This design comes from an exercise in tuning for small area and a short achievable clock period on the open sky130 flow, not from production work. In this exercise RTL edits were held to simulation tests only and were not proved equivalent to the original.

$ cat design/flow/run.sh
#!/bin/bash
# synth_recipe.tcl (not shown) runs the flow's synth.tcl, then flattens the netlist and writes it again
# the make line also repeats each setting of config.mk as NAME=value (left out here)
make -C /OpenROAD-flow-scripts/flow DESIGN_CONFIG=/design/flow/config.mk WORK_HOME=/design/flow/orfs CLKGATE_MAP_FILE= SYNTH_SCRIPT=/design/flow/synth_recipe.tcl finish
$ cat design/flow/config.mk
export PLATFORM = sky130hd
export DESIGN_NAME = alu_lite
export DESIGN_NICKNAME = alu_lite
export VERILOG_FILES = /design/flow/design.v
export SDC_FILE = /design/flow/constraint.sdc
export NUM_CORES = 4
export LEC_CHECK = 0
export CAP_MARGIN = 20
export CORE_MARGIN = 2
export CORE_UTILIZATION = 40
export SLEW_MARGIN = 20
$ cat design/flow/constraint.sdc
create_clock -name core_clock -period 90.0 [get_ports {clk}]
set_input_delay 18.0000 -clock core_clock [delete_from_list [all_inputs] [get_ports {clk}]]
set_output_delay 18.0000 -clock core_clock [all_outputs]
set_load 0.01 [all_outputs]
$ cat design/flow/design.v
module alu_lite #(
    parameter int DATA_WIDTH = 32,
    parameter bit N_CYCLE   = '1       
) (
    input   logic       clk,
    input   logic       reset_n,
    input   logic[31:0] chunk,       
    input   logic[DATA_WIDTH-1:0]  arg1,
    input   logic[DATA_WIDTH-1:0]  arg2,
    output  logic[DATA_WIDTH-1:0]  res
);
    typedef logic[DATA_WIDTH-1:0] data_t;
    typedef struct packed {
        logic add;
        logic sub;
        logic shift_l;
        logic shift_r;
        logic mul_l;
        logic mul_h;
        logic div;
    } insn_t;
    insn_t dec;  
    always_comb begin
        dec = '0;
        case ({chunk[31:25], chunk[14:12]})
            10'b0000001_000: dec.add = '1;
            10'b0000001_010: dec.sub = '1;
            10'b0000010_000: dec.shift_l = '1;
            10'b0000010_010: dec.shift_r = '1;
            10'b0001000_000: dec.mul_l = '1;
            10'b0001000_001: dec.mul_h = '1;
            10'b0001000_010: dec.div = '1;
            default :  ;
        endcase
    end
    data_t addsub_res;
    assign addsub_res = arg1 + (arg2 ^ {DATA_WIDTH{dec.sub}}) + dec.sub;
    data_t shift_res;
    always_comb begin
        if (dec.shift_l)
            shift_res = arg1 << arg2;
        else
            shift_res = arg1 >> arg2;
    end
    logic[2*DATA_WIDTH-1:0] mul_res;
    assign mul_res = arg1 * arg2;
    data_t div_res;
    assign div_res = (arg2 == '0) ? '1 : arg1 / arg2;
    data_t result;
    always_comb begin
        if (dec.add || dec.sub)
            result = addsub_res;
        else if (dec.shift_l || dec.shift_r)
            result = shift_res;
        else if (dec.mul_l)
            result = mul_res[DATA_WIDTH-1:0];
        else if (dec.mul_h)
            result = mul_res[2*DATA_WIDTH-1:DATA_WIDTH];
        else
            result = div_res;
    end
    if (N_CYCLE == '1) begin
        always_ff @(posedge clk)
            res <= result;
    end
    else begin
        assign res = result;
    end
endmodule
==> summary.txt <==
Nets = 12.51k
Ports = 130
Worst endpoint required time = 90.21 ns
Global-route wire length before repair = 455200 um
Critical path's slowest cell = or4_1
Final hold violation count = 0
Syn_nets = 10.98k
TritonCTS buffer count = 5
Largest net degree at the start of global routing = 76
Final min period = 86.79 ns
Gpl congestion = 1.042
Worst slew margin = 0.2351
EDFF count, synth = 0
Status = complete, no violations
Post-synthesis async set-or-reset flop share = 0
Compound-Gate Fraction of Synth Area = 0.2029
Largest family of logic cells by synthesized area = adder cells
Total gr overflow = 0
H-tree depth = 2
Cells after synthesis = 9159
Placed Cells = 12.89k
Top flop regs = res: 32 flops
Crit path kind = in -> reg
Setup_tns = 0 ns
Most common cell after layout, fill and taps aside = buf_4
Crit path capture type = flop
All-layer global routing usage = 0.3428
Initial Util = 0.4027
Post-Synth XOR/XNOR Area = 0.05698
Mux contribution to synthesized area = 0.01951
Startpoint types = input port
Post-DRT Antenna Nets = 0
Family with the most delay on the worst path = compound AO/OA/AOI/OAI gates
DP HPWL = 242300 um
Fraction of final layout cells with drive strength greater than 1 = 0.2077
Clk buf depth = 2
Syn avg cell area = 7.451 um2
Max cap viols = 0
Vias in the first global route = 74.22k
Synth warn = 1
FMAX = 11.52 MHz
Core Region = 169500 um2
FF+latch count, synth = 32
Post-DR wirelength/cell = 23.45 um
Tcrit/Tclk final = 0.9643
Syn Std Cell Area = 68250 um2
Fillers = 16.56k
Clock sinks = 32
Chip width = 417.1 um
Sequential share of the synthesized area = 0.009387
Hold slack = 18.46 ns
PortBufs = 106
Worst path bufs/invs = 51
Critical path arrival = 87.00 ns
Vias = 74.69k
Adder-cell share of the synthesized area = 0.4145
DIE HEIGHT = 417.1 um
Final WS setup = 3.211 ns
Cell mode on critical path = buf_4
Max Fanout on Critical Path = 22
DRC = 0
Area Growth Syn to Fin = 24.62%
Most frequent cells in the layout = 1869 x buf_4, 1372 x nand2_1, 1118 x inv_1
TritonCTS clock tree = yes
DRT iter0 DRCs = 6629
Initial antenna violation count = 15
Max reg flops = 32
First-pass DRT Iterations = 6
Non-filler cells, final = 12.91k
Hold Path Class = in -> reg
Unique masters post-synth = 103
Synth Area in Simple Gates = 0.2087
Row cnt = 151
Max Slew Vio Count = 0
Largest Register = res
Final WL = 302800 um
Worst-Margin Slew = 1.143 ns
Root Driver = clkbuf_16
Clock transition at path regs = 0.05 ns
Hold_buf cts = 0
Final setup vio count = 0
Die area = 173900 um2
CP max stage delay = 0.63 ns
Post-Place Worst Slack = 1.034 ns
Vias/cell = 5.785
Ys flop type = dfxtp_1
-- per-stage QoR --
stage	util	instance area (um2)
finish	0.5018	85050
global route	0.5018	85040
CTS	0.4983	84450
detailed placement	0.4974	84300
global placement	0.4974	84300
floorplan	-	68250
-- Yosys cell counts (17+ instances only) --
cell,number,area share
a2111oi_0,21,0.0027
a211o_1,29,0.0037
a211oi_1,99,0.011
a21boi_0,22,0.0024
a21o_1,207,0.023
a21oi_1,536,0.039
a221o_1,17,0.0025
a221oi_1,37,0.0047
a31oi_1,101,0.0093
a41oi_1,21,0.0027
and2_1,181,0.017
and3_1,83,0.0076
and4_1,22,0.0028
buf_1,91,0.0050
clkbuf_1,352,0.019
dfxtp_1,32,0.0094
fa_1,897,0.26
ha_1,826,0.15
inv_1,1127,0.062
mux2_2,65,0.011
mux2i_1,55,0.0081
nand2_1,1375,0.076
nand2b_1,65,0.0060
nand3_1,168,0.012
nand4_1,65,0.0060
nor2_1,734,0.040
nor2b_1,61,0.0056
nor3_1,170,0.012
nor4_1,45,0.0041
o211ai_1,77,0.0085
o21a_1,134,0.015
o21ai_0,383,0.028
o21bai_1,61,0.0067
o221ai_1,23,0.0030
o22ai_1,31,0.0028
o31a_1,19,0.0024
o31ai_1,49,0.0054
or2_2,43,0.0039
or3_1,79,0.0072
xnor2_1,281,0.036
xor2_1,163,0.021
-- layer usage --
| metal | GRT usage | share of wire | routed length (um) |
|---|---|---|---|
| met1 | 0.4587 | 0.42 | 126200 |
| met5 | 0 | 0.00045 | 136 |
| met2 | 0.5318 | 0.43 | 130100 |
| met3 | 0.06063 | 0.092 | 27870 |
| met4 | 0.1684 | 0.061 | 18450 |
-- tightest hold or removal path, cell delays in order --
cell	delay [ns]
buf_4	0.26
ha_1	0.25
nand2_1	0.05
o2111ai_1	0.10
-- final cells by class --
class,instances,area (um2),area share
Clock buffer,8,146.4,0.001721
Inverter,1134,4260,0.05009
Tap cell,2218,2775,0.03263
Timing Repair Buffer,1984,15030,0.1767
Multi-Input combinational cell,7533,62190,0.7312
Sequential cell,32,640.6,0.007532
Antenna cell,3,7.507,0.00008827
-- what timing repair did --
item	CTS	global route
gates resized for setup	0	125
setup endpoints to repair	0	2
buffers inserted	0	12
-- kinds of logic (layout without fill, tap and decap cells) --
logic type	count (synthesis)	after routing
AOI/OAI and AO/OA	2088	2088
xor gates and xnor gates	444	444
adders and majority gates	1723	1723
buffers and inverters	1594	3126
DFF	32	32
muxes	123	123
other	0	3
and+or+nand+nor	3155	3155
-- final timing paths --
check	slack (ns)	start	cells after the start	end
hold / removal	18.46	arg2[0]	4	res[0]
setup / recovery	3.21	arg2[26]	316	res[0]

-- port drivers added, routing unchanged --
In the flow no input, the clock included, has a driving cell. The finished layout below was timed again as built, in two steps. Step 1: set_driving_cell puts a clkbuf_16 on clk and a buf_2 on each other input, an assumption about the parent block. Step 2 also shifts input and output timing later by t, the mid clock arrival at the registers, as if the neighbouring blocks saw the same clock. a / b / c = no drivers / after step 1 / after step 2; a / b = the first two.
shift t [ns]: 0.336
slack for setup (ns): 3.211 / 3.238 / 2.902
worst setup path after step 2: input to register
worst register clock-pin slew, ns: 0.05 / 0.05
After both steps setup and hold are still met in this run. The setup slack of this run moves by +0.027 ns with the drivers and by -0.309 ns with both steps.
